Context: an optimization exercise on an open-source flow, tuned for small area, a short achievable clock period and few clock cycles. The choices shown serve that exercise and are no tape-out recipe.
Where RTL was checked, it was by simulation tests only, not by an equivalence proof against the original.
No functional check of the RTL was part of runs 1 and 2.
The clock port is modelled as an ideal driver, which makes a skipped or thinned clock tree look cheaper than it is; a real chip needs a root buffer or a tree.
Power figures rest on the tool's default switching activity, not on a simulated workload.

==> flow/design.v, too long to show whole: its modules and the start of the top module <==
// module cl_inv: 1 lines
// module cl_nand2: 1 lines
// module cl_nor2: 1 lines
// module cl_xor2: 1 lines
// module cl_xnor2: 1 lines
// module cl_aoi21: 1 lines
// module cl_oai21: 1 lines
// module cl_mux2: 1 lines
// module cl_nand3: 1 lines
// module cl_nor3: 1 lines
// module cl_nand4: 1 lines
// module cl_ao2111: 1 lines
// module cl_dff: 1 lines
// module rv_add32c: 347 lines
// module rv_add11: 96 lines
// module rv_neq32: 71 lines
// module rv_isone32: 45 lines
// module rf_aoi3: 6 lines
// module rf_aoi2: 6 lines
// module rf_bit: 29 lines
// module regfile: 67 lines
// module rv_top: 258 lines
module rv_top (
    input               clk_i,
    input               rst_ni,
    output logic [31:0] addr_o,
    input        [31:0] instr_i,
    input        [31:0] data_i,
    output logic        data_we_o,
    output logic [31:0] data_o,
    output logic [31:0] data_addr_o
);
  // ...
==> flow/flow/run.sh <==
#!/bin/bash
# Layout flow: the standard flow (standard.sh: ORFS synthesis through
# final layout, unchanged constraints), with these settings changed:
#  - repair_timing is asked for a larger setup margin, so it keeps improving
#    paths beyond the 12 ns clock (the SDC and the clock are unchanged);
#  - clock tree synthesis clusters up to 25 flip-flops per leaf buffer and
#    inserts no dummy loads, which makes a smaller tree, from buf_12 cells;
#  - flow/cts_hook.tcl removes the tree's root buffer, so the clock port
#    drives the four first-level buffers directly;
#  - the input and output ports are buffered with buf_4 cells (the standard flow's flow
#    picks a delay cell for them).
# Each tool's output goes to the ORFS logs under orfs/logs/; the make output
# goes to standard.log in this folder.
set -e
bash standard.sh \
  SETUP_SLACK_MARGIN=8.7 \
  "CTS_ARGS=-sink_clustering_enable -repair_clock_nets -dont_use_dummy_load -buf_list sky130_fd_sc_hd__buf_12 -sink_clustering_size 25 -sink_clustering_max_diameter 100" \
  PRE_CTS_TCL=$PWD/flow/cts_hook.tcl \
  "BUFFER_PORTS_ARGS=-buffer_cell sky130_fd_sc_hd__buf_4" \
  finish > standard.log 2>&1
==> flow/flow/cts_hook.tcl <==
rename clock_tree_synthesis orig_clock_tree_synthesis
proc clock_tree_synthesis { args } {
  orig_clock_tree_synthesis {*}$args
  set block [ord::get_db_block]
  set port [$block findBTerm clk_i]
  if { $port == "NULL" } { puts "cts_hook: no clk_i port"; return }
  set pnet [$port getNet]
  set pins [$pnet getITerms]
  if { [llength $pins] != 1 } {
    puts "cts_hook: clk_i drives [llength $pins] pins, tree left as built"
    return
  }
  set root [[lindex $pins 0] getInst]
  set onet ""
  foreach it [$root getITerms] {
    if { [$it isOutputSignal] } { set onet [$it getNet] }
  }
  if { $onet == "" || $onet == "NULL" } { puts "cts_hook: root has no output net"; return }
  set loads {}
  foreach it [$onet getITerms] {
    if { [$it getInst] != $root } { lappend loads $it }
  }
  if { [llength $loads] > 4 || [llength $loads] == 0 || [llength [$onet getBTerms]] > 0 } {
    puts "cts_hook: root [$root getName] drives [llength $loads] pins, tree left as built"
    return
  }
  foreach it $loads {
    puts "cts_hook: [[$it getInst] getName] now driven by clk_i"
    $it disconnect
    $it connect $pnet
  }
  puts "cts_hook: removed root buffer [$root getName] ([[$root getMaster] getName])"
  odb::dbInst_destroy $root
  odb::dbNet_destroy $onet
}
==> flow/standard.sh <==
#!/bin/bash
# synth_recipe.tcl (not shown) runs the flow's synth.tcl, then flattens the netlist and writes it again
# the make line also repeats each setting of config.mk as NAME=value (left out here)
make -C /OpenROAD-flow-scripts/flow DESIGN_CONFIG=/design/flow/config.mk WORK_HOME=/design/flow/orfs CLKGATE_MAP_FILE= SYNTH_SCRIPT=/design/flow/synth_recipe.tcl "${@:-finish}"
==> flow/config.mk <==
export PLATFORM = sky130hd
export DESIGN_NAME = rv_top
export DESIGN_NICKNAME = rv_top
export VERILOG_FILES = /design/flow/design.v
export SDC_FILE = /design/flow/constraint.sdc
export NUM_CORES = 8
export LEC_CHECK = 0
export CAP_MARGIN = 20
export CORE_MARGIN = 2
export CORE_UTILIZATION = 30
export SETUP_SLACK_MARGIN = 0.5
export SLEW_MARGIN = 20
export SYNTH_HIERARCHICAL = 1
export SYNTH_MINIMUM_KEEP_SIZE = 0
==> flow/constraint.sdc <==
create_clock -name core_clock -period 12.0 [get_ports {clk_i}]
set_input_delay 2.4000 -clock core_clock [delete_from_list [all_inputs] [get_ports {clk_i}]]
set_output_delay 2.4000 -clock core_clock [all_outputs]
set_load 0.01 [all_outputs]
==> summary.md, run 1 <==
For the largest net degree at the start of global routing, the log shows 65. The switching part of the total power is 0.272. After routing the design area is 62800 um2.

The number of antenna diodes in the final layout is 17. The number of cells on the critical path is 1, and the floorplan core area is 182000 um2. Including well taps, the total number of placed cells is 6306. The highest signal layer in the routed design was met5. For the detailed-routing iteration count for the pre-antenna-repair pass, the log shows 13.

The capture instance of the worst register-to-register path was g_pc_o[11].u_ff.q$_DFF_P_. For the routed metal-1 wirelength, the log shows 74.7 mm. For hold timing, the worst endpoint is ld_m$_DFF_P_. The tools report the portion of total power attributed to sequential cells as 0.609. Among all flip-flop cells after synthesis, the most frequent one is sky130_fd_sc_hd__edfxtp_1. The largest single stage delay on the critical path is 420 ps. Port buffering added 138 buffers. Subtracting the final worst setup slack from the clock period gives 3420 ps. The largest fanout of any net on the critical path came out at 1.

The path type of the worst min-delay path is flop to flop. Leaving out fill and tap cells, the most frequent cell in the layout is sky130_fd_sc_hd__edfxtp_1. The arrival time of data at the critical path endpoint was 1020 ps; the non-clock buffer contribution to total cell area was 0.0436.

After synthesis the cells add up to 55000 um2. The floorplan die width is 432 um. The share of the synthesized area in the top cell type works out to 0.554. Data on the critical path is required at its endpoint by 9600 ps. The final route contains 41.7k vias.

The run finished with no timing, DRC or antenna violations. The clock group total power was 2.17 mW. The logs give 224 mm for the total wire length and 0.230 for the overall track demand over capacity in global routing. In the finished design the tool counted flip-flops and latches totalling 1316.
==> module rv_top, before the edit <==
module rv_top (
    input               clk_i,
    input               rst_ni,
    output logic [31:0] addr_o,
    input        [31:0] instr_i,
    input        [31:0] data_i,
    output logic        data_we_o,
    output logic [31:0] data_o,
    output logic [31:0] data_addr_o
);
    logic [11:1] pc_f;           
    logic        v_d;            
    logic [31:0] ir_d;           
    logic [11:1] pc_d;           
    logic        byp_a_d;        
    logic        byp_b_d;        
    logic        ldu_d;          
    logic        imm_d;          
    logic        v_e;
    logic        wr_e, ld_e, st_e, br_e;
    logic        add_e, sub_e, and_e, or_e, lui_e;
    logic        dec_e;          
    logic [3:0]  fa_e, fb_e;     
    logic [ 4:0] rd_e;
    logic [31:0] a_e, b_e;       
    logic [11:0] simm_e;         
    logic [11:1] tgt_e;
    logic        wr_m, ld_m, st_m;
    logic [ 4:0] rd_m;
    logic [31:0] res_m, s_m;
    logic [31:0] addr_m;         
    logic        stall_d;        
    logic        redir_d;        
    logic        redir_e;        
    logic [11:1] pc_o;
    assign addr_o = {20'b0, pc_o, 1'b0};
    logic [11:1] tgt_f;
    rv_add11 u_tgt_f (
        .a_i ( pc_f ),
        .b_i ( {instr_i[7], instr_i[30:25], instr_i[11:8]} ),
        .s_o ( tgt_f )
    );
    logic        btb_v;
    logic [11:1] btb_pc, btb_tgt;
    logic [11:1] seq_f;
    logic        hit_f;
    logic        jmp_d;
    logic [11:1] tgt_d;
    assign seq_f = pc_f + 11'd2;
    assign hit_f = btb_v & (seq_f == btb_pc);
    always_ff @(posedge clk_i) begin
        if (!rst_ni) begin
            btb_v <= 1'b0;
        end else if (v_d && jmp_d) begin
            btb_v <= 1'b1;
        end
    end
    always_ff @(posedge clk_i) begin
        if (v_d && jmp_d) begin
            btb_pc  <= pc_d;
            btb_tgt <= tgt_d;
        end
    end
    logic [11:1] e2_f, e1_f, e1d_f, e0_f, next_f;
    always_comb begin
        if (stall_d)      e2_f = pc_d;
        else if (hit_f)   e2_f = btb_tgt;
        else              e2_f = seq_f;
    end
    for (genvar i = 1; i < 12; i++) begin : g_red_f
        cl_mux2 u_mux (.a(e2_f[i]), .b(tgt_e[i]), .s(redir_e), .y(e1_f[i]));
    end
    for (genvar i = 1; i < 12; i++) begin : g_redd_f
        cl_mux2 u_mux (.a(e1_f[i]), .b(tgt_d[i]), .s(redir_d), .y(e1d_f[i]));
    end
    assign e0_f = e1d_f & {11{rst_ni}};
    logic [4:0] x_f;
    logic       n0_f, n1_f, nlate_f;
    logic [2:0] take_f;
    for (genvar k = 0; k < 5; k++) begin : g_x_f
        cl_xnor2 u_x (.a(instr_i[15+k]), .b(instr_i[20+k]), .y(x_f[k]));
    end
    cl_nand3 u_n0_f (.a(x_f[0]), .b(x_f[1]), .c(x_f[2]),    .y(n0_f));
    cl_nand3 u_n1_f (.a(x_f[3]), .b(x_f[4]), .c(instr_i[6]), .y(n1_f));
    assign nlate_f = ~rst_ni | redir_e | stall_d | redir_d;
    for (genvar j = 0; j < 3; j++) begin : g_take_f
        cl_nor3 u_take (.a(n0_f), .b(n1_f), .c(nlate_f), .y(take_f[j]));
    end
    for (genvar i = 1; i < 12; i++) begin : g_next_f
        cl_mux2 u_mux (.a(e0_f[i]), .b(tgt_f[i]), .s(take_f[(i-1)/4]), .y(next_f[i]));
    end
    always_ff @(posedge clk_i) begin
        pc_f <= next_f;
    end
    for (genvar i = 1; i < 12; i++) begin : g_pc_o
        cl_dff u_ff (.clk(clk_i), .d(next_f[i]), .q(pc_o[i]));
    end
    always_ff @(posedge clk_i) begin
        if (!rst_ni) begin
            v_d <= 1'b0;
        end else begin
            v_d <= ~redir_e & ~stall_d & ~redir_d;
        end
    end
    logic       byp_a_f, byp_b_f, imm_f;
    logic [3:0] lo_a_d, lo_b_d;
    logic [7:0] hi_a_d, hi_b_d;
    assign byp_a_f = v_e & wr_e & (rd_e == instr_i[19:15]);
    assign byp_b_f = v_e & wr_e & (rd_e == instr_i[24:20]);
    assign imm_f   = ~instr_i[5] | instr_i[2];            
    logic ldu_f;
    assign ldu_f = v_d & is_ld_d & wr_d &
                   ((~instr_i[2] & (rd_d == instr_i[19:15])) |               
                    (instr_i[5] & ~instr_i[2] & (rd_d == instr_i[24:20])));   
    always_ff @(posedge clk_i) begin
        ir_d    <= instr_i;
        pc_d    <= pc_f;
        byp_a_d <= byp_a_f;
        byp_b_d <= byp_b_f;
        imm_d   <= imm_f;
        ldu_d   <= ldu_f;
        for (int i = 0; i < 4; i++) begin
            lo_a_d[i] <= (instr_i[16:15] == 2'(i));
            lo_b_d[i] <= (instr_i[21:20] == 2'(i));
        end
        for (int i = 0; i < 8; i++) begin
            hi_a_d[i] <= (instr_i[19:17] == 3'(i)) & ~byp_a_f;
            hi_b_d[i] <= (instr_i[24:22] == 3'(i)) & ~byp_b_f & ~imm_f;
        end
    end
    logic [6:0] op_d;
    logic [4:0] rs1_d, rs2_d, rd_d;
    logic [2:0] f3_d;
    assign op_d  = ir_d[6:0];
    assign rd_d  = ir_d[11:7];
    assign f3_d  = ir_d[14:12];
    assign rs1_d = ir_d[19:15];
    assign rs2_d = ir_d[24:20];
    logic is_br_d, is_lui_d, is_alu_d, is_r_d, is_ld_d, is_st_d;
    assign is_br_d  = op_d[6];
    assign is_lui_d = op_d[2];
    assign is_alu_d = op_d[4];                        
    assign is_r_d   = op_d[5] & op_d[4] & ~op_d[2];
    assign is_ld_d  = ~op_d[6] & ~op_d[5] & ~op_d[4];
    assign is_st_d  = ~op_d[6] &  op_d[5] & ~op_d[4];
    logic wr_d, use1_d, use2_d;
    assign wr_d   = (is_alu_d | is_ld_d) & (rd_d != 5'd0);
    assign use1_d = ~is_lui_d;
    assign use2_d = op_d[5] & ~op_d[2];                
    logic [31:0] immb_d;
    assign immb_d = is_lui_d ? {ir_d[31:12], 12'b0} : {{20{ir_d[31]}}, ir_d[31:20]};
    logic [31:0] wb_data;
    logic [31:0] a_d, b_d;
    assign wb_data = ld_m ? data_i : res_m;
    regfile #(.NA(1), .NB(2)) u_regfile (
        .clk_i    ( clk_i                ),
        .lo_a_i   ( lo_a_d               ),
        .hi_a_i   ( hi_a_d               ),
        .xa_en_i  ( byp_a_d & ~ld_m      ),
        .xa_i     ( res_m                ),
        .la_en_i  ( byp_a_d & ld_m       ),
        .la_i     ( data_i               ),
        .rd_a_o   ( a_d                  ),
        .lo_b_i   ( lo_b_d               ),
        .hi_b_i   ( hi_b_d               ),
        .xb_en_i  ( {byp_b_d & ~imm_d & ~ld_m, imm_d} ),
        .xb_i     ( {res_m, immb_d}      ),
        .lb_en_i  ( byp_b_d & ~imm_d & ld_m ),
        .lb_i     ( data_i               ),
        .rd_b_o   ( b_d                  ),
        .wa_i     ( rd_m                 ),
        .wd_i     ( wb_data              ),
        .we_i     ( wr_m                 )
    );
    assign jmp_d = is_br_d & (rs1_d == rs2_d);
    assign tgt_d = pc_d + {ir_d[7], ir_d[30:25], ir_d[11:8]};
    logic hit1_e, hit2_e;
    assign hit1_e  = v_e & wr_e & (rd_e == rs1_d);
    assign hit2_e  = v_e & wr_e & (rd_e == rs2_d);
    assign stall_d = v_d & ~jmp_d & ldu_d;
    logic early_d, one_e;
    assign early_d = v_d & is_br_d & ~jmp_d & dec_e &
                     (((rs2_d == 5'd0) & hit1_e) | ((rs1_d == 5'd0) & hit2_e));
    assign redir_d = early_d & one_e;
    logic b30_d, zero3_d;
    assign b30_d   = ir_d[30];
    assign zero3_d = (f3_d == 3'b000);
    always_ff @(posedge clk_i) begin
        if (!rst_ni) begin
            v_e <= 1'b0;
        end else begin
            v_e <= v_d & ~stall_d & ~redir_e;
        end
    end
    always_ff @(posedge clk_i) begin
        wr_e   <= wr_d;
        ld_e   <= is_ld_d;
        st_e   <= is_st_d;
        br_e   <= is_br_d & ~jmp_d & ~early_d;
        dec_e  <= is_alu_d & ~op_d[5] & ~is_lui_d & zero3_d & (ir_d[31:20] == 12'hfff);
        lui_e  <= is_lui_d;
        add_e  <= is_ld_d | is_st_d | (is_alu_d & ~is_lui_d & zero3_d);
        sub_e  <= is_r_d & zero3_d & b30_d;
        and_e  <= is_alu_d & ~is_lui_d & (f3_d == 3'b111) & ~b30_d;
        or_e   <= is_alu_d & ~is_lui_d & (f3_d == 3'b110) & ~b30_d;
        rd_e   <= rd_d;
        a_e    <= a_d;
        b_e    <= b_d;
        simm_e <= {ir_d[31:25], ir_d[11:7]};
        tgt_e  <= tgt_d;
    end
    for (genvar j = 0; j < 4; j++) begin : g_fwd
        cl_dff u_fa (.clk(clk_i), .d(hit1_e),          .q(fa_e[j]));
        cl_dff u_fb (.clk(clk_i), .d(hit2_e & use2_d), .q(fb_e[j]));
    end
    logic [31:0] a_x, b_x, o_x, sum_e, res_e;
    for (genvar i = 0; i < 32; i++) begin : g_opnd
        assign a_x[i] = fa_e[i/8] ? res_m[i] : a_e[i];
        assign b_x[i] = fb_e[i/8] ? res_m[i] : b_e[i];
    end
    assign o_x = st_e ? {{20{simm_e[11]}}, simm_e} : b_x ^ {32{sub_e}};
    rv_add32c u_add (
        .a_i   ( a_x   ),
        .b_i   ( o_x   ),
        .cin_i ( sub_e ),
        .s_o   ( sum_e )
    );
    always_comb begin
        res_e = 32'b0;
        if (add_e)      res_e = sum_e;
        else if (and_e) res_e = a_x & b_x;
        else if (or_e)  res_e = a_x | b_x;
        else if (lui_e) res_e = b_e;
    end
    logic neq_e;
    rv_neq32 u_neq (.a_i(a_x), .b_i(b_x), .neq_o(neq_e));
    rv_isone32 u_one (.a_i(a_x), .one_o(one_e));
    assign redir_e = v_e & br_e & ~neq_e;
    always_ff @(posedge clk_i) begin
        if (!rst_ni) begin
            wr_m <= 1'b0;
            st_m <= 1'b0;
        end else begin
            wr_m <= v_e & wr_e;
            st_m <= v_e & st_e;
        end
    end
    always_ff @(posedge clk_i) begin
        ld_m  <= ld_e;
        rd_m  <= rd_e;
        res_m  <= res_e;
        addr_m <= sum_e;
        s_m    <= b_x;
    end
    assign data_we_o   = st_m;
    assign data_addr_o = addr_m;
    assign data_o      = s_m;
endmodule
==> run 2: changes to the inputs <==
--- a/flow/design.v
+++ b/flow/design.v
@@ -706,5 +706,4 @@
     logic        byp_a_d;        
     logic        byp_b_d;        
-    logic        ldu_d;          
     logic        imm_d;          
     logic        v_e;
@@ -724,6 +723,5 @@
     logic        redir_d;        
     logic        redir_e;        
-    logic [11:1] pc_o;
-    assign addr_o = {20'b0, pc_o, 1'b0};
+    assign addr_o = {20'b0, pc_f, 1'b0};
     logic [11:1] tgt_f;
     rv_add11 u_tgt_f (
@@ -784,7 +782,4 @@
         pc_f <= next_f;
     end
-    for (genvar i = 1; i < 12; i++) begin : g_pc_o
-        cl_dff u_ff (.clk(clk_i), .d(next_f[i]), .q(pc_o[i]));
-    end
     always_ff @(posedge clk_i) begin
         if (!rst_ni) begin
@@ -800,8 +795,4 @@
     assign byp_b_f = v_e & wr_e & (rd_e == instr_i[24:20]);
     assign imm_f   = ~instr_i[5] | instr_i[2];            
-    logic ldu_f;
-    assign ldu_f = v_d & is_ld_d & wr_d &
-                   ((~instr_i[2] & (rd_d == instr_i[19:15])) |               
-                    (instr_i[5] & ~instr_i[2] & (rd_d == instr_i[24:20])));   
     always_ff @(posedge clk_i) begin
         ir_d    <= instr_i;
@@ -810,5 +801,4 @@
         byp_b_d <= byp_b_f;
         imm_d   <= imm_f;
-        ldu_d   <= ldu_f;
         for (int i = 0; i < 4; i++) begin
             lo_a_d[i] <= (instr_i[16:15] == 2'(i));
@@ -869,5 +859,5 @@
     assign hit1_e  = v_e & wr_e & (rd_e == rs1_d);
     assign hit2_e  = v_e & wr_e & (rd_e == rs2_d);
-    assign stall_d = v_d & ~jmp_d & ldu_d;
+    assign stall_d = v_d & ~jmp_d & ld_e & ((use1_d & hit1_e) | (use2_d & hit2_e));
     logic early_d, one_e;
     assign early_d = v_d & is_br_d & ~jmp_d & dec_e &
@@ -926,5 +916,8 @@
     logic neq_e;
     rv_neq32 u_neq (.a_i(a_x), .b_i(b_x), .neq_o(neq_e));
-    rv_isone32 u_one (.a_i(a_x), .one_o(one_e));
+    logic one_ae, one_rm;
+    rv_isone32 u_one_a (.a_i(a_e),   .one_o(one_ae));
+    rv_isone32 u_one_r (.a_i(res_m), .one_o(one_rm));
+    assign one_e = fa_e[0] ? one_rm : one_ae;
     assign redir_e = v_e & br_e & ~neq_e;
     always_ff @(posedge clk_i) begin
==> run 2 against run 1 <==
  * Via count down 6.2%
  * Critical endpoint is now data_o[26]
  * Clock skew down 47 ps
  * Critical path depth unchanged
  * Still clean on timing, DRC and antenna
  * First-iteration DRC count down 17%
==> summary.md, run 2 <==
The tools report the yosys synthesis warning count as 10. The weighted congestion reported at the end of routability-driven placement was 0.898. Of all cell types, the one taking the most synthesized area is sky130_fd_sc_hd__edfxtp_1. The register with the most flip-flops is u_regfile.reg_array. The initialized floorplan defines 156 standard-cell rows. Leaving out fill and tap cells, the most frequent cell in the layout is sky130_fd_sc_hd__edfxtp_1. Largest fanout of any net on the critical path: 1 (unchanged). The peak per-stage delay on the critical path is 390 ps (-30 ps). The tools report the worst hold slack as 358 ps. Setup violations remaining at the end of the flow were counted as 0.

The critical path data required time was 9600 ps (about the same); the clock slew at the register clock pins of the worst setup and hold paths was 100 ps. The sequential fraction of the synthesis area was 0.663. The cell with the biggest individual delay on the critical path was sky130_fd_sc_hd__dfxtp_4. For the worst-skew pair, the clock arrives at the later sink with an insertion delay of 520 ps.

The signal on the critical path passes through buf_6. The flow ran to the end and the layout has no timing, DRC or antenna violations. Tracing the worst setup path back leads to its startpoint at s_m[26]$_DFF_P_. The tools report the kind of launch point of the worst setup path as a flop.

The total global routing overflow is 0, and the mean number of vias per cell is 6.13. By count the netlist is led by sky130_fd_sc_hd__edfxtp_1, sky130_fd_sc_hd__a222oi_1, sky130_fd_sc_hd__dfxtp_1, sky130_fd_sc_hd__nand2_1, sky130_fd_sc_hd__nor2_1. The path class of the tightest hold or removal check is flop to flop.

The detailed-routing iteration count for the pre-antenna-repair pass is 13 (unchanged), and the floorplan die width is 431 um (-0.25%). In this run, distinct cell masters in the synthesized netlist total 68. The starting DRC count in detailed routing was 9068. The share of layout cells above drive strength 1 was 0.182; the number of antenna violations at the first check in global routing was 2.

The tools report the largest net degree at the start of global routing as 65 (unchanged). The clock arrives with 85.3 ps of skew. For the number of standard cells after synthesis, the log shows 3769.

Summing all placed instances gives a cell area of 59200 um2. Async set-reset flop share out of synthesis: 0. The share of the synthesized area in the top cell type is 0.557 (+0.00284), and the wire length of the first global-routing pass is 271 mm. The library cells used most frequently in the layout, excluding fill and tap cells, are sky130_fd_sc_hd__edfxtp_1, sky130_fd_sc_hd__a222oi_1, sky130_fd_sc_hd__nand2_1. The arrival time of data at the critical path endpoint was 960 ps (-60 ps). The clock drives 1304 sinks. The kind of end point of the critical path was an output pin.

The logs give 0 for the count of final max-slew check failures and 37.1k for the number of global-route vias before repair. The startpoint identified for the worst register-to-register timing path is pc_f[2]$_DFF_P_. Leakage power: 20.6 nW. The worst slew margin relative to its limit was 0.227. The logs give 0 for the number of hold violations in the final report and 0 for the count of hold-fix buffers inserted at cts. IR analysis of the VDD net gives a maximum drop of 0.000155 V. The clock period minus final worst setup slack is 3360 ps (-60.0 ps), and the cell area after synthesis is 54700 um2 (-0.51%).

The total number of vias was 39.1k (-6.2%); the post-synthesis average cell area was 14.5 um2. The HPWL after detailed placement is 125 mm. The register with the most flip-flops in the layout has 992 of them. After routing, the total negative slack on setup checks comes to 0 ps. The total of buffers placed on input and output ports works out to 138 (unchanged). The tool flagged a number of max-cap violations equal to 0. The net total in the final layout was 4092. For this run, the leading register cell type out of synthesis is sky130_fd_sc_hd__edfxtp_1. Setup repair after global routing could not meet its margin everywhere.

The logs give 181000 um2 (-0.85%) for the floorplan core area and 0.302 for the initial cell density of the core. The worst setup path is of the flop to output pin kind. The synthesized design contains 1014 enable-type register cells.

After detailed routing, the average wire length per cell comes to 30.5 um. The maximum clock rate came out at 297 MHz. The most used standard cell by instance count after synthesis was sky130_fd_sc_hd__edfxtp_1.

The power consumption was 8.80 mW; the remaining antenna violation count was 0. Floorplan die area: 186000 um2. DRC violation count after routing: 0. The die is 431 um tall. The power per unit of standard cell area was 142 nW/um2; the total buffers and inverters traversed by the critical path was 1. The pin slew with the least headroom to its limit is 1160 ps.

Among cell families on the critical path, the largest total delay comes from flip-flops. By area the synthesized netlist is led by sky130_fd_sc_hd__edfxtp_1, sky130_fd_sc_hd__a222oi_1, sky130_fd_sc_hd__dfxtp_1. The overall track demand over capacity in global routing was 0.198 (-0.0326); the total wire length was 195 mm (-13%).

The post-route core utilization was 0.342; the synthesis-to-layout area growth was 13.2%. The synthesized design contains 1304 register bits. The final worst-path cycle share works out to 0.280. The run gives 61900 um2 (-1.4%) as the final design instance area without fill. The boundary pin count was 163.

The launch point of the worst hold path was ld_e$_DFF_P_.
## run 2: cell count changes in the layout (fill, tap and decap cells not counted), sizes merged, moves of 8 or more
cell and delta:
a31oi -9, buf -12, dfxtp -12, diode -13, mux2i +10, nand2 +8
nor2 +10, nor4 -9, o21ai +8
## run 2: worst paths after layout
check | cells past startpoint | slack (ps) | to
setup / recovery | 1 | 8640 | data_o[26]
hold / removal | 0 | 360 | ld_m$_DFF_P_
setup reg to reg | 14 | 8730 | pc_f[10]$_DFF_P_
hold reg to reg | 0 | 360 | ld_m$_DFF_P_
## run 2: metal layers
metal / wire length [um] / GRT usage / share of wire / vias to the layer above
met4: 8860 / 0.0804 / 0.045 / 2
met3: 24900 / 0.0512 / 0.13 / 402
met1: 71700 / 0.252 / 0.37 / 19377
li1: - / - / - / 16511
met5: 66 / 0.00260 / 0.00034 / -
met2: 89300 / 0.318 / 0.46 / 2835
## run 2: area by class of cell
| cell class | instances | area, um2 |
|---|---|---|
| fillers | 17179 | 119000 |
| flip-flops and latches | 1304 | 36400 |
| multi-input cells | 2222 | 18200 |
| well taps | 2370 | 2970 |
| repair buffers | 289 | 2620 |
| clock buffers | 58 | 1160 |
| inverters | 139 | 522 |
| diodes | 4 | 10.0 |
## run 2: per-module statistics from Yosys (local to each module, per instance), excerpt
module     area [um2]  copies in the design
cl_aoi21         8.76                    38
cl_dff           20.0                     8
cl_inv           3.75                    67
cl_nand2         3.75                   108
cl_nand3         5.00                    66
cl_nand4         6.26                   128
cl_nor2          3.75                   121
cl_nor3          10.0                     3
cl_oai21         5.00                    57
cl_xnor2         8.76                    53
cl_xor2          8.76                    69
rf_aoi2          12.5                    32
rf_aoi3          10.0                   672
rv_add32c         240                     1
rv_top          11500                     1
## run 2: cells by family after synthesis
logic type | count (synthesis) | share of synthesized area
other | 1 | 0.0000686
AND/OR/NAND/NOR | 778 | 0.0706
adder cells (fa/ha/maj) | 12 | 0.00288
XOR/XNOR | 206 | 0.0334
AO/OA/AOI/OAI | 1065 | 0.178
flip-flops | 1304 | 0.663
multiplexers | 139 | 0.0292
buffers and inverters | 264 | 0.0228
## run 2: metrics by stage
step / instances / setup WS, ps
2_1_floorplan: 3789 / 8390
3_3_place_gp: 6276 / 7310
3_5_place_dp: 6276 / 7300
4_1_cts: 6361 / 8610
5_1_grt: 6382 / 8610
6_report: 6386 / 8640
## run 2: timing repair
action | 4_1_cts | 5_1_grt
endpoints found under the setup margin | 128 | 105
setup buffers | 27 | 18
pin swaps | 11 | 23
gates resized for setup | 227 | 101
cloned | 0 | 2
## run 2: power by group
| group | total [mW] | switching (mW) | leakage (nW) | internal, mW |
|---|---|---|---|---|
| clock | 2.12 | 1.37 | 0.545 | 0.750 |
| sequential | 5.39 | 0.171 | 11.7 | 5.22 |
| combinational | 1.29 | 0.840 | 8.33 | 0.451 |
| total | 8.80 | 2.38 | 20.6 | 6.42 |
==> run 3: changes to the inputs <==
--- a/flow/design.v
+++ b/flow/design.v
@@ -751,7 +751,8 @@
         end
     end
-    logic [11:1] e2_f, e1_f, e1d_f, e0_f, next_f;
+    logic [11:1] e2_f, e1_f, e0_f, next_f;
     always_comb begin
-        if (stall_d)      e2_f = pc_d;
+        if (redir_d)      e2_f = tgt_d;
+        else if (stall_d) e2_f = pc_d;
         else if (hit_f)   e2_f = btb_tgt;
         else              e2_f = seq_f;
@@ -760,8 +761,5 @@
         cl_mux2 u_mux (.a(e2_f[i]), .b(tgt_e[i]), .s(redir_e), .y(e1_f[i]));
     end
-    for (genvar i = 1; i < 12; i++) begin : g_redd_f
-        cl_mux2 u_mux (.a(e1_f[i]), .b(tgt_d[i]), .s(redir_d), .y(e1d_f[i]));
-    end
-    assign e0_f = e1d_f & {11{rst_ni}};
+    assign e0_f = e1_f & {11{rst_ni}};
     logic [4:0] x_f;
     logic       n0_f, n1_f, nlate_f;
@@ -861,5 +859,5 @@
     assign stall_d = v_d & ~jmp_d & ld_e & ((use1_d & hit1_e) | (use2_d & hit2_e));
     logic early_d, one_e;
-    assign early_d = v_d & is_br_d & ~jmp_d & dec_e &
+    assign early_d = v_d & is_br_d & ~jmp_d & dec_e & ~fa_e[0] &
                      (((rs2_d == 5'd0) & hit1_e) | ((rs1_d == 5'd0) & hit2_e));
     assign redir_d = early_d & one_e;
@@ -916,8 +914,5 @@
     logic neq_e;
     rv_neq32 u_neq (.a_i(a_x), .b_i(b_x), .neq_o(neq_e));
-    logic one_ae, one_rm;
-    rv_isone32 u_one_a (.a_i(a_e),   .one_o(one_ae));
-    rv_isone32 u_one_r (.a_i(res_m), .one_o(one_rm));
-    assign one_e = fa_e[0] ? one_rm : one_ae;
+    rv_isone32 u_one (.a_i(a_e), .one_o(one_e));
     assign redir_e = v_e & br_e & ~neq_e;
     always_ff @(posedge clk_i) begin
==> run 3 against run 2 <==
  * Critical path depth did not move
  * Worst setup slack got worse by 3.0 ps
  * Global-route usage fell by 0.069 points
  * Worst hold slack barely moved
  * Sequential share of layout area rose by 0.45 points
  * Sequential power barely moved
  * Total power fell by 0.43%
  * Count of clock-buffer cells in the layout did not move
  * Clock skew fell by 32 ps
  * Wire length fell by 1.2%
  * Non-clock buffer count fell by 12
  * Synthesized cell count fell by 1.0%
  * Highest routed layer unchanged
==> summary.md, run 3 <==
The number of global-route vias before repair was 37.3k (+0.58%). The slowest stage of the critical path belongs to the cell sky130_fd_sc_hd__dfxtp_4. The portion of netlist area occupied by mux cells is 0.0268 (-0.00241).

The peak per-stage delay on the critical path was 380 ps (about the same); the total buffers and inverters traversed by the critical path was 1 (unchanged). The tools report the maximum clock rate as 297 MHz (about the same). In the synthesized netlist, the cells that appear most often are sky130_fd_sc_hd__edfxtp_1, sky130_fd_sc_hd__a222oi_1, sky130_fd_sc_hd__dfxtp_1, sky130_fd_sc_hd__nand2_1, sky130_fd_sc_hd__nor2_1. The final design instance area without fill was 61400 um2 (-0.81%); the total of buffers placed on input and output ports was 138 (unchanged). Traced cell by cell, the critical path runs through buf_6. The clock sink total was 1304 (unchanged). The worst setup path is captured at an output pin. The final worst-path cycle share was 0.281 (about the same); the number of hold violations in the final report was 0 (unchanged). Broken down by cell family, the worst path's largest delay share belongs to flip-flops. The run gives 4041 (-1.2%) as the net total in the final layout.

The tools report the number of antenna violations at the first check in global routing as 8 (+6). The post-place instance area was 58900 um2 (-0.47%); the share of the synthesized area in the top cell type was 0.559 (+0.00265). The most critical setup path has its startpoint at addr_m[29]$_DFF_P_. The tools report the maximum vdd drop as 0.000115 V (-25%). The flip-flop count of the largest register, all copies and words added was 992 (unchanged); the count of cells along the worst register-to-register path was 17 (+3). The routed length per placed instance was 30.4 um (-0.35%). The max-cap violation count is 0 (unchanged). The total global routing overflow is 0 (unchanged). Path type of the worst min-delay path: flop to flop. The wire length of the first global-routing pass was 269 mm (-0.46%). The flow ran to the end and the layout has no timing, DRC or antenna violations. The share of layout cells above drive strength 1 is 0.173 (-0.00902).

The share of total power in combinational logic came out at 0.145 (-0.002). The count of flip-flops with a built-in enable after synthesis was 1014 (unchanged); the number of standard cells after synthesis was 3730 (-1.0%). The count of hold-fix buffers inserted at cts was 0 (unchanged). The pin slew with the least headroom to its limit is 1110 ps (-45.9 ps), and the clock period minus final worst setup slack is 3370 ps (+3.00 ps). The largest fanout of any net on the critical path came out at 1 (unchanged). The cell area after synthesis was 54400 um2 (-0.47%).

The tools report the weighted congestion reported at the end of routability-driven placement as 0.926 (+3.0%). STA classifies the critical path startpoint as a flop. Counting flops per register, the top entry is u_regfile.reg_array.

The async set-reset flop share out of synthesis works out to 0 (unchanged). The switching component of the power came out at 2.35 mW (-1.1%). The clock skew after layout is 53.0 ps (-32.3 ps). The overall die height was 430 um (-0.23%); the number of placement rows was 156 (unchanged). Detailed-routing iteration count for the pre-antenna-repair pass: 16 (+3). The run gives 0.241 (about the same) as the clock network power share. The number of cells on the critical path works out to 1 (unchanged). The synthesis-to-layout area growth is 12.9%, and the total wire length is 192 mm (-1.2%). The post-synthesis average cell area was 14.6 um2 (+0.57%). In the layout the commonest cells are sky130_fd_sc_hd__edfxtp_1, sky130_fd_sc_hd__a222oi_1, sky130_fd_sc_hd__dfxtp_1. The boundary pin count was 163 (unchanged). The clock slew at the register clock pins of the worst setup and hold paths works out to 100 ps (about the same). For the worst slew margin relative to its limit, the log shows 0.257 (+0.0306). The floorplan die width came out at 430 um (-0.23%).

The fraction of the mapped netlist area in simple logic gates works out to 0.0682 (-0.00240). In this run the critical register-to-register path is captured at pc_f[4]$_DFF_P_. The arrival time of data at the critical path endpoint is 970 ps (about the same). Count of final max-slew check failures: 0 (unchanged).

Sum of net half-perimeters after detailed placement: 125 mm (about the same). The portion of total power attributed to sequential cells is 0.614 (about the same), and the adder-cell share of the synthesized area is 0.00290 (+0.0000137). The switching part of the total power is 0.268 (-0.00194), and the leakage power is 20.4 nW (-0.64%). The run gives 0 (unchanged) as the remaining antenna violation count. The mean number of vias per cell is 6.14 (+0.24%). The run gives 10 (unchanged) as the yosys synthesis warning count. The floorplan core area came out at 181000 um2 (-0.22%). The logs give 0.197 (-0.000689) for the overall track demand over capacity in global routing and 9600 ps (about the same) for the critical path data required time. The power per unit of standard cell area is 143 nW/um2 (+0.38%). The startpoint of the lowest-slack register-to-register path was g_fwd[2].u_fb.q$_DFF_P_.

Dominant register cell in the synthesized netlist: sky130_fd_sc_hd__edfxtp_1. For the distinct cell type count of the synthesized netlist, the log shows 62 (-8.8%). For the initial cell density of the core, the log shows 0.301 (-0.000781). Summed over all instances, the cell type with the most area after synthesis is sky130_fd_sc_hd__edfxtp_1.

The run gives 65 (unchanged) as the largest net degree at the start of global routing. In the post-synthesis netlist, the cell with the most instances is sky130_fd_sc_hd__edfxtp_1. The area fraction in compound gates after synthesis was 0.179 (+0.000963); the sequential fraction of the synthesis area was 0.666 (+0.00315). The floorplan die area is 185000 um2 (-0.47%). Setup repair after global routing could not meet its margin everywhere. Share of the synthesized netlist area taken by xor and xnor gates: 0.0342 (+0.000802). Yosys attributes the largest share of cell area to sky130_fd_sc_hd__edfxtp_1, sky130_fd_sc_hd__a222oi_1, sky130_fd_sc_hd__dfxtp_1. The most critical setup path has its endpoint at data_addr_o[29]. The tools report the DRC violation count after routing as 0 (unchanged). Class of the most critical setup path: flop to output pin. The count of final setup violators was 0 (unchanged); the number of register bits inferred by synthesis was 1304 (unchanged). The tools report the total number of vias as 38.9k (-0.59%). The cell internal power dissipation is 6.41 mW (-0.17%), and the starting DRC count in detailed routing is 8411 (-7.2%). The final sum of negative setup slack is 0 ps (unchanged), and the clock latency of the later-clocked register in the worst-skew pair is 470 ps (-50 ps). By area, the combinational part of the netlist is dominated by compound AO/OA/AOI/OAI gates. Worst reg-to-reg setup slack: 8720 ps (about the same). Most frequent standard cell in the layout excluding fill and tap cells: sky130_fd_sc_hd__edfxtp_1.
run 3: cell count changes in the layout (fill, tap and decap cells not counted), sizes merged, moves of 3 or more:
cell,previous run,this run
nand2b,13,10
xnor2,82,86
a21oi,108,113
buf,346,335
nand2,212,198
nor2,186,169
a22oi,32,41
o31ai,36,32
inv,139,136
mux2,65,56
run 3: timing repair:
item,4_1_cts,5_1_grt
pin swaps,7,9
setup endpoints to repair,118,107
gates resized for setup,211,85
setup buffers,26,10
cloned,0,0
run 3: metal layers:
metal | vias up | global-route usage | share of wire
met5 | - | 0 | 0.000047
met4 | 2 | 0.0820 | 0.044
met3 | 359 | 0.0484 | 0.12
met2 | 2748 | 0.319 | 0.46
met1 | 19417 | 0.251 | 0.37
li1 | 16369 | - | -
run 3: cell type report:
class / instances / area [um2]
diodes: 2 / 5.00
repair buffers: 277 / 2470
inverters: 136 / 513
multi-input cells: 2186 / 17900
fillers: 17251 / 119000
flip-flops and latches: 1304 / 36400
well taps: 2370 / 2970
clock buffers: 58 / 1160
run 3: cell families (layout without fill, tap and decap cells):
kind of cell	count (synthesis)	count (layout)
AND/OR/NAND/NOR	743	743
adder cells (fa/ha/maj)	12	12
XOR/XNOR	210	210
other	1	23
buffers and inverters	260	471
flip-flops	1304	1304
multiplexers	130	130
AO/OA/AOI/OAI	1070	1070
run 3: per-module statistics from Yosys, one instance, submodules excluded, excerpt:
module	cells inside	cell area [um2]
cl_ao2111	1	11.3
cl_aoi21	1	8.76
cl_xor2	1	8.76
cl_nand4	1	6.26
cl_nand3	1	5.00
cl_inv	1	3.75
run 3: worst min-delay path by stage:
stage | from | cells past startpoint | to | slack (ps)
2_1_floorplan | ir_d[2]$_DFF_P_ | 0 | lui_e$_DFF_P_ | 330
3_3_place_gp | ld_e$_DFF_P_ | 0 | ld_m$_DFF_P_ | 340
3_5_place_dp | ld_e$_DFF_P_ | 0 | ld_m$_DFF_P_ | 340
4_1_cts | ld_e$_DFF_P_ | 0 | ld_m$_DFF_P_ | 360
5_1_grt | ld_e$_DFF_P_ | 0 | ld_m$_DFF_P_ | 370
6_report | ld_e$_DFF_P_ | 0 | ld_m$_DFF_P_ | 360
run 3: power by group through the flow:
stage	Clock, mW	Combinational, mW	Sequential, mW
6_report	2.11	1.27	5.38
5_1_grt	2.27	1.36	5.39
4_1_cts	2.15	1.21	5.37
3_5_place_dp	0	1.15	5.44
3_3_place_gp	0	1.12	5.44
2_1_floorplan	0	0.727	5.41
run 3: per-stage QoR:
| stage | util | power (mW) | setup WS, ps | instances | hold slack [ps] |
|---|---|---|---|---|---|
| 2_1_floorplan | - | 6.14 | 8390 | 3750 | 329 |
| 3_3_place_gp | 0.326 | 6.56 | 7950 | 6237 | 339 |
| 3_5_place_dp | 0.326 | 6.59 | 7960 | 6237 | 338 |
| 4_1_cts | 0.338 | 8.72 | 8620 | 6321 | 356 |
| 5_1_grt | 0.340 | 9.03 | 8610 | 6331 | 369 |
| 6_report | 0.340 | 8.76 | 8630 | 6333 | 358 |
Testbench counts of run 3, summed over its fixed seeds: cycles 61,847.
==> run 4: changes to the inputs <==
--- a/flow/config.mk
+++ b/flow/config.mk
@@ -8,5 +8,5 @@
 export CAP_MARGIN = 20
 export CORE_MARGIN = 2
-export CORE_UTILIZATION = 30
+export CORE_UTILIZATION = 35
 export SETUP_SLACK_MARGIN = 0.5
 export SLEW_MARGIN = 20
==> run 4 against run 3 <==
  * Still clean on timing, DRC and antenna
  * Utilization up 5.5 points
  * Wire length down 1.8%
  * Maximum frequency is 0.27% lower
  * Cell area fell by 0.85%
  * Worst setup slack worse by 9.1 ps
  * Critical path type unchanged
  * Highest routed layer unchanged
==> summary.md, run 4 <==
The routed length per placed instance was 31.4 um (+3.4%); the initial cell density of the core was 0.353 (+0.0515). The worst hold slack is 362 ps (+4.05 ps). Yosys synthesis warning count: 10 (unchanged).

The logs give 0 (unchanged) for the count of final setup violators and 0 (unchanged) for the total global routing overflow. For this run, the leading register cell type out of synthesis is sky130_fd_sc_hd__edfxtp_1. The tools report the floorplan die area as 159000 um2 (-14%). The peak per-stage delay on the critical path is 380 ps (about the same).

The logs give 0.253 (-0.00450) for the worst slew margin relative to its limit and 296 MHz (-0.27%) for the maximum clock rate. The tools report the number of antenna violations at the first check in global routing as 11 (+3). The floorplan die width was 398 um (-7.3%); the pin slew with the least headroom to its limit was 1120 ps (+6.75 ps).

Traced cell by cell, the critical path runs through buf_6. Leaving out fill and tap cells, the most frequent cell in the layout is sky130_fd_sc_hd__edfxtp_1. Clock slew at the register clock pins of the worst setup and hold paths: 120 ps (+20 ps).

Total of fill cells in the finished design: 14.3k (-17%). The overall die height is 398 um (-7.3%). The count of cells along the worst register-to-register path is 15 (-2), and the overall track demand over capacity in global routing is 0.228 (+0.0305). The total wire length was 189 mm (-1.8%).

Routed metal-1 wirelength: 70.4 mm (-0.24%). The worst setup path is launched from a flop. The share of the synthesized area in the top cell type was 0.559 (unchanged). The post-synthesis average cell area was 14.6 um2 (unchanged). The distinct cell type count of the synthesized netlist was 62 (unchanged); the final sum of negative setup slack was 0 ps (unchanged). The register with the most flip-flops is u_regfile.reg_array. The run gives 54400 um2 (unchanged) as the cell area after synthesis. The worst hold path begins at ld_e$_DFF_P_. The mean number of vias per cell works out to 6.43 (+4.6%). The logs give 0 (unchanged) for the DRC violation count after routing and 0.666 (unchanged) for the sequential fraction of the synthesis area.

The flow ran to the end and the layout has no timing, DRC or antenna violations. The kind of end point of the critical path is an output pin. The total buffers and inverters traversed by the critical path is 1 (unchanged), and the max-cap violation count is 0 (unchanged). The total of buffers placed on input and output ports came out at 138 (unchanged). The floorplan core area was 154000 um2 (-15%). The final worst-path cycle share works out to 0.281 (+0.000759). The non-filler instance count after layout was 6011 (-5.1%); the net total in the final layout was 4042 (+0.025%).

Detailed-routing iteration count for the pre-antenna-repair pass: 21 (+5). The top cell types in the final layout, fill and taps aside, are sky130_fd_sc_hd__edfxtp_1, sky130_fd_sc_hd__a222oi_1, sky130_fd_sc_hd__dfxtp_1. For the power consumption, the log shows 8.73 mW (-0.41%). The slowest stage of the critical path belongs to the cell sky130_fd_sc_hd__dfxtp_4. The clock period minus final worst setup slack is 3380 ps (+9.11 ps), and the count of final max-slew check failures is 0 (unchanged). The number of standard cells after synthesis is 3730 (unchanged). The run gives 5914 (-5.2%) as the number of cells in the design after placement.

The worst register-to-register path ends at res_m[25]$_DFF_P_. End point of the worst hold path: ld_m$_DFF_P_. The wire length on met2 came out at 86.9 mm (-2.9%). The logs give 24.1 mm (+0.94%) for the total met3 wirelength after detailed routing and 42.1 ps (-10.8 ps) for the clock skew after layout. The worst reg-to-reg setup slack came out at 8770 ps (+50 ps).

Largest fanout of any net on the critical path: 1 (unchanged). The tools report the maximum vdd drop as 0.000105 V (-8.8%). The boundary pin count came out at 163 (unchanged).

Setup repair after global routing could not meet its margin everywhere. Cell type with the largest total area after synthesis: sky130_fd_sc_hd__edfxtp_1. The wire length of the first global-routing pass was 264 mm (-1.8%); the flip-flop count of the largest register, all copies and words added was 992 (unchanged). The startpoint of the lowest-slack register-to-register path was g_fwd[0].u_fb.q$_DFF_P_.

The tools report the total number of vias as 38.6k (-0.68%). The power per unit of standard cell area came out at 143 nW/um2 (+0.44%). Leakage power: 20.4 nW (-0.10%).

The tools report the clock latency of the later-clocked register in the worst-skew pair as 470 ps (about the same). Starting DRC count in detailed routing: 8223 (-2.2%). In the synthesized netlist, the cells that appear most often are sky130_fd_sc_hd__edfxtp_1, sky130_fd_sc_hd__a222oi_1, sky130_fd_sc_hd__dfxtp_1, sky130_fd_sc_hd__nand2_1, sky130_fd_sc_hd__nor2_1.

The async set-reset flop share out of synthesis works out to 0 (unchanged). The weighted congestion reported at the end of routability-driven placement was 0.906 (-2.1%). Number of register bits inferred by synthesis: 1304 (unchanged). The class of the most critical setup path was flop to output pin.

The min-delay analysis places its worst path in the category flop to flop. Broken down by cell family, the worst path's largest delay share belongs to flip-flops. The arrival time of data at the critical path endpoint was 980 ps (about the same). The number of cells traversed by the worst hold path was 0 (unchanged). The count of flip-flops with a built-in enable after synthesis came out at 1014 (unchanged). The synthesis-to-layout area growth is 11.9%, and the share of layout cells above drive strength 1 is 0.173 (+0.000461). For the count of hold-fix buffers inserted at cts, the log shows 0 (unchanged). For the number of hold violations in the final report, the log shows 0 (unchanged). The highest signal layer in the routed design is met5. The critical path data required time was 9600 ps (about the same). For the remaining antenna violation count, the log shows 0 (unchanged).

The logs give 120 mm (-3.8%) for the sum of net half-perimeters after detailed placement and 1304 (unchanged) for the clock sink total. Yosys instantiated no cell more often than sky130_fd_sc_hd__edfxtp_1. Number of placement rows: 144 (-7.7%). Largest net degree at the start of global routing: 65 (unchanged). The tools report the number of global-route vias before repair as 36.8k (-1.2%). In the post-synthesis netlist, the biggest area contributors are sky130_fd_sc_hd__edfxtp_1, sky130_fd_sc_hd__a222oi_1, sky130_fd_sc_hd__dfxtp_1.
run 4: cell types whose count changed in the layout (fill, tap and decap cells not counted), sizes merged:
| cell | previous run | this run |
|---|---|---|
| diode | 2 | 5 |
| a21oi | 113 | 114 |
run 4: cell families (layout without fill, tap and decap cells):
family,count (synthesis),count (layout),synth area share
compound gates,1070,1071,0.179
xor+xnor,210,210,0.0342
fa+ha+maj,12,12,0.00290
buf+inv,260,471,0.0226
flops,1304,1304,0.666
mux,130,130,0.0268
other cells,1,26,0.0000689
simple gates,743,743,0.0682
run 4: what timing repair did:
action,4_1_cts,5_1_grt
setup buffers,23,11
pin swaps,7,12
setup endpoints to repair,115,126
resized for setup,197,97
gates cloned,1,0
run 4: layout make-up:
class | count | area (um2) | area share
diodes | 5 | 12.5 | 0.000205
clock buffers | 57 | 1140 | 0.0187
inverters | 136 | 513 | 0.00842
multi-input cells | 2187 | 17800 | 0.292
flip-flops and latches | 1304 | 36400 | 0.598
well taps | 2044 | 2560 | 0.0420
repair buffers | 278 | 2460 | 0.0403
run 4: through the flow:
step | instance area [um2] | worst slack, ps | util
final | 60900 | 8620 | 0.395
after global routing | 60900 | 8560 | 0.395
after CTS | 60500 | 8600 | 0.392
after detailed placement | 58500 | 7460 | 0.379
after floorplan | 54600 | 8390 | -
after global placement | 58500 | 7460 | 0.379
run 4: power breakdown:
group          internal [mW]  switching (mW)  leakage [nW]
Sequential              5.22           0.150          11.7
Combinational          0.442           0.823          8.18
Clock                  0.738            1.35         0.536
Total                   6.40            2.33          20.4
run 4: metal layers:
| layer | track usage | up-vias |
|---|---|---|
| li1 | - | 16361 |
| met1 | 0.295 | 19184 |
| met2 | 0.367 | 2681 |
| met3 | 0.0601 | 393 |
| met4 | 0.0787 | 10 |
| met5 | 0.0145 | - |
run 4: how the worst max path moves through the flow:
stage                                 start  slack (ps)                end  depth (start not counted)
floorplan                        instr_i[9]        8390   pc_f[10]$_DFF_P_                          8
global placement    g_fwd[2].u_fb.q$_DFF_P_        7460   pc_f[10]$_DFF_P_                         15
detailed placement  g_fwd[2].u_fb.q$_DFF_P_        7460   pc_f[11]$_DFF_P_                         15
CTS                      addr_m[27]$_DFF_P_        8600    data_addr_o[27]                          1
global route        g_fwd[0].u_fb.q$_DFF_P_        8560  res_m[25]$_DFF_P_                         15
finish                   addr_m[27]$_DFF_P_        8620    data_addr_o[27]                          1
run 4: per-module statistics from Yosys (local to each module, per instance), excerpt:
module / cell area, um2 / cells inside / flip-flops and latches / times used
rf_aoi3: 10.0 / 1 / 0 / 672
cl_nor2: 3.75 / 1 / 0 / 101
cl_inv: 3.75 / 1 / 0 / 61
cl_oai21: 5.00 / 1 / 0 / 57
rf_aoi2: 12.5 / 1 / 0 / 32
cl_nand4: 6.26 / 1 / 0 / 128
rv_add32c: 240 / 32 / 0 / 1
cl_aoi21: 8.76 / 1 / 0 / 38
cl_mux2: 15.0 / 1 / 0 / 22
cl_xor2: 8.76 / 1 / 0 / 69
==> run 5: changes to the inputs <==
--- a/flow/config.mk
+++ b/flow/config.mk
@@ -8,5 +8,5 @@
 export CAP_MARGIN = 20
 export CORE_MARGIN = 2
-export CORE_UTILIZATION = 35
+export CORE_UTILIZATION = 40
 export SETUP_SLACK_MARGIN = 0.5
 export SLEW_MARGIN = 20
==> run 5 against run 4 <==
  * Via count shrank 0.86%
  * Synthesized area is the same
  * Sequential power is essentially flat
  * Worst setup slack gained 7.5 ps
  * Clock power is essentially flat
  * Die area shrank 12%
  * Cell count shrank 4.5%
  * Highest routed layer unchanged
==> summary.md, run 5 <==
The dominant register cell in the synthesized netlist was sky130_fd_sc_hd__edfxtp_1. The logs give 5739 (-4.5%) for the non-filler instance count after layout and 184 mm (-2.4%) for the total wire length. The DRC violation count after routing is 0 (unchanged).

The weighted congestion reported at the end of routability-driven placement was 0.957 (+5.6%); the final worst-path cycle share was 0.281 (-0.000625). The share of the synthesized area in the top cell type was 0.559 (unchanged); the remaining antenna violation count was 0 (unchanged). The routed length per placed instance came out at 32.1 um (+2.3%). The leakage power came out at 20.3 nW (-0.31%).

Walking the worst path, the cells encountered are buf_6. The largest fanout of any net on the critical path was 1 (unchanged); the count of flip-flops with a built-in enable after synthesis was 1014 (unchanged). The power consumption is 8.66 mW (-0.74%).

The number of cells on the critical path works out to 1 (unchanged). The tools report the arrival time of data at the critical path endpoint as 970 ps (about the same). The worst setup path is captured at an output pin.

The number of hold violations in the final report came out at 0 (unchanged). The floorplan die width was 373 um (-6.4%). Overall track demand over capacity in global routing: 0.253 (+0.0258). The number of register bits inferred by synthesis is 1304 (unchanged), and the power per unit of standard cell area is 143 nW/um2 (+0.10%).

The commonest cells after synthesis are sky130_fd_sc_hd__edfxtp_1, sky130_fd_sc_hd__a222oi_1, sky130_fd_sc_hd__dfxtp_1, sky130_fd_sc_hd__nand2_1, sky130_fd_sc_hd__nor2_1. The clock skew after layout is 81.8 ps (+39.6 ps), and the worst slew margin relative to its limit is 0.253 (about the same). The total of buffers placed on input and output ports works out to 138 (unchanged). The starting DRC count in detailed routing came out at 7644 (-7.0%).

For this design, the slowest cell found on the critical path is sky130_fd_sc_hd__dfxtp_4. The critical path in this run is classified as flop to output pin. The number of standard cells after synthesis is 3730 (unchanged).

Among all cell types in the netlist, the one instantiated most often is sky130_fd_sc_hd__edfxtp_1. The cell area after synthesis is 54400 um2 (unchanged), and the final sum of negative setup slack is 0 ps (unchanged). The async set-reset flop share out of synthesis was 0 (unchanged). Pin slew with the least headroom to its limit: 1120 ps (-0.00566 ps). The diode insertion count for antenna repair came out at 0 (-5). The total global routing overflow was 0 (unchanged). Sequential fraction of the synthesis area: 0.666 (unchanged).

Floorplan core area: 135000 um2 (-12%). The number of placement rows came out at 135 (-6.3%). The share of layout cells above drive strength 1 is 0.169 (-0.00437).

The worst setup path is launched from a flop. Sum of net half-perimeters after detailed placement: 118 mm (-1.5%). The max-cap violation count was 0 (unchanged). The clock sink total came out at 1304 (unchanged). The number of cells in the design after placement came out at 5651 (-4.4%). The total met3 wirelength after detailed routing was 23.5 mm (-2.4%). The count of final setup violators was 0 (unchanged); the yosys synthesis warning count was 10 (unchanged).

The largest net degree at the start of global routing was 65 (unchanged). The clock period minus final worst setup slack was 3370 ps (-7.50 ps); the initial cell density of the core was 0.402 (+0.0494). The top cell types in the final layout, fill and taps aside, are sky130_fd_sc_hd__edfxtp_1, sky130_fd_sc_hd__a222oi_1, sky130_fd_sc_hd__dfxtp_1. The synthesis-to-layout area growth came out at 11.0%.

The boundary pin count came out at 163 (unchanged). The maximum vdd drop is 0.000131 V (+25%), and the peak per-stage delay on the critical path is 380 ps (about the same). The cell type with the largest total area after synthesis was sky130_fd_sc_hd__edfxtp_1. The logs give 0 (unchanged) for the count of hold-fix buffers inserted at cts and 36.8k (-0.071%) for the number of global-route vias before repair. The wire length on met2 was 85.8 mm (-1.3%). Ranked by total cell area, the synthesized netlist is headed by sky130_fd_sc_hd__edfxtp_1, sky130_fd_sc_hd__a222oi_1, sky130_fd_sc_hd__dfxtp_1. The kind of cell with the highest combined delay along the critical path is flip-flops. The count of cells along the worst register-to-register path is 12 (-3). The run gives 11.9k (-17%) as the total of fill cells in the finished design. The highest signal layer in the routed design is met5.

The distinct cell type count of the synthesized netlist is 62 (unchanged), and the number of cells traversed by the worst hold path is 0 (unchanged). The overall die height was 373 um (-6.4%); the mean number of vias per cell was 6.67 (+3.8%). The net total in the final layout is 4038 (-0.099%), and the maximum clock rate is 297 MHz (+0.22%). Ranked by flip-flop count, first place goes to u_regfile.reg_array. The logs give 500 ps (+30 ps) for the clock latency of the later-clocked register in the worst-skew pair and 14 (-33%) for the detailed-routing iteration count for the pre-antenna-repair pass. The flip-flop count of the largest register, all copies and words added is 992 (unchanged). The clock slew at the register clock pins of the worst setup and hold paths was 100 ps (-20 ps); the critical path data required time was 9600 ps (about the same). The wire length of the first global-routing pass came out at 261 mm (-1.3%).

For the post-route core utilization, the log shows 0.446 (+0.0515). The total number of vias is 38.3k (-0.86%). The flow ran to the end and the layout has no timing, DRC or antenna violations.

The tools report the count of final max-slew check failures as 0 (unchanged). The tools report the floorplan die area as 139000 um2 (-12%). The post-synthesis average cell area came out at 14.6 um2 (unchanged). The total buffers and inverters traversed by the critical path is 1 (unchanged). Setup repair after global routing could not meet its margin everywhere. For the routed metal-1 wirelength, the log shows 68.1 mm (-3.2%). The tools report the number of antenna violations at the first check in global routing as 6 (-5). The library cell used most frequently in the layout, excluding fill and tap cells, is sky130_fd_sc_hd__edfxtp_1. The path class of the tightest hold or removal check is flop to flop.
[run 5: worst paths after layout]
path / from / end / slack, ps
max: addr_m[15]$_DFF_P_ / data_addr_o[15] / 8630
min: ld_e$_DFF_P_ / ld_m$_DFF_P_ / 370
max reg2reg: ir_d[8]$_DFF_P_ / pc_f[11]$_DFF_P_ / 8840
min reg2reg: ld_e$_DFF_P_ / ld_m$_DFF_P_ / 370
[run 5: area by class of cell]
cell class	instances	area [um2]	area share
clock buffer	57	1140	0.0189
timing repair buffer	274	2360	0.0392
inverter	136	513	0.00849
sequential	1304	36400	0.603
multi-input combinational	2187	17700	0.294
tap	1781	2230	0.0369
[run 5: logic make-up (layout without fill, tap and decap cells)]
family                     after synthesis  count (layout)  share of synthesized area
xor gates and xnor gates               210             210                     0.0342
buffers and inverters                  260             467                     0.0226
other                                    1              21                  0.0000689
adders and majority gates               12              12                    0.00290
muxes                                  130             130                     0.0268
AOI/OAI and AO/OA                     1070            1070                      0.179
and+or+nand+nor                        743             744                     0.0682
DFF                                   1304            1304                      0.666
[run 5: what timing repair did]
action | in CTS | in global routing
setup buffers | 22 | 8
pin swaps | 11 | 13
gates resized for setup | 164 | 95
setup endpoints to repair | 104 | 95
gates cloned | 0 | 1
[run 5: metrics by stage]
stage | hold WS, ps | worst slack (ps) | instance area (um2)
floorplan | 329 | 8390 | 54600
global placement | 353 | 7840 | 58200
detailed placement | 357 | 7810 | 58200
CTS | 372 | 8620 | 60000
global route | 380 | 8610 | 60400
finish | 372 | 8630 | 60400
[run 5: layer usage]
| metal | vias up | GRT usage |
|---|---|---|
| li1 | 16353 | - |
| met1 | 18978 | 0.320 |
| met2 | 2594 | 0.408 |
| met3 | 365 | 0.0748 |
| met4 | 8 | 0.0985 |
| met5 | - | 0 |
[run 5: Yosys stat by module (local to each module, per instance), a selection]
| module | area (um2) | cells | flops+latches | times used |
|---|---|---|---|---|
| rv_add11 | 82.6 | 11 | 0 | 1 |
| cl_nand3 | 5.00 | 1 | 0 | 66 |
| cl_nand4 | 6.26 | 1 | 0 | 128 |
| rf_aoi3 | 10.0 | 1 | 0 | 672 |
| cl_nand2 | 3.75 | 1 | 0 | 97 |
| cl_dff | 20.0 | 1 | 1 | 8 |
| cl_aoi21 | 8.76 | 1 | 0 | 38 |
| cl_nor3 | 10.0 | 1 | 0 | 3 |
| rv_add32c | 240 | 32 | 0 | 1 |
[run 5: power breakdown]
| group | internal [mW] | total [mW] | switching, mW |
|---|---|---|---|
| combinational | 0.424 | 1.21 | 0.791 |
| sequential | 5.22 | 5.37 | 0.148 |
| clock | 0.738 | 2.08 | 1.34 |

afterwards: timing with drivers on the ports:
The flow's constraints put no driver on any port. The routed layouts listed below were extracted and timed again, unchanged, in two steps.
Step 1, drivers: a clkbuf_16 drives clk_i and a buf_2 each remaining input, both assumed.
Step 2 adds t to the input delays and takes it off the output delays; t is the mean of the earliest and latest rising clock arrival at the registers after step 1. Input paths then give back, and output paths get back, about the clock's delay inside the block.
a / b / c = ideal ports / drivers / drivers and shift; a / b = the first two.
run | shift t [ns] | slack for setup (ns) | worst hold slack (ns) | worst setup path at the end | worst slew at a driven data input, ns
run 1 | 0.606 | 8.575 / 8.409 / 8.217 | 0.404 / 0.405 / 0.405 | input to register | 0.18
run 2 | 0.614 | 8.635 / 8.483 / 8.215 | 0.358 / 0.358 / 0.358 | input to register | 0.08
run 3 | 0.595 | 8.632 / 8.489 / 8.195 | 0.358 / 0.358 / 0.358 | input to register | 0.26
run 4 | 0.597 | 8.623 / 8.477 / 8.217 | 0.362 / 0.362 / 0.362 | input to register | 0.21
run 5 | 0.599 | 8.631 / 8.487 / 8.248 | 0.372 / 0.372 / 0.372 | input to register | 0.18
After both steps setup and hold are still met in every run listed. The setup slack of run 3, which loses most, moves by -0.143 ns with the drivers and by -0.437 ns with both steps.
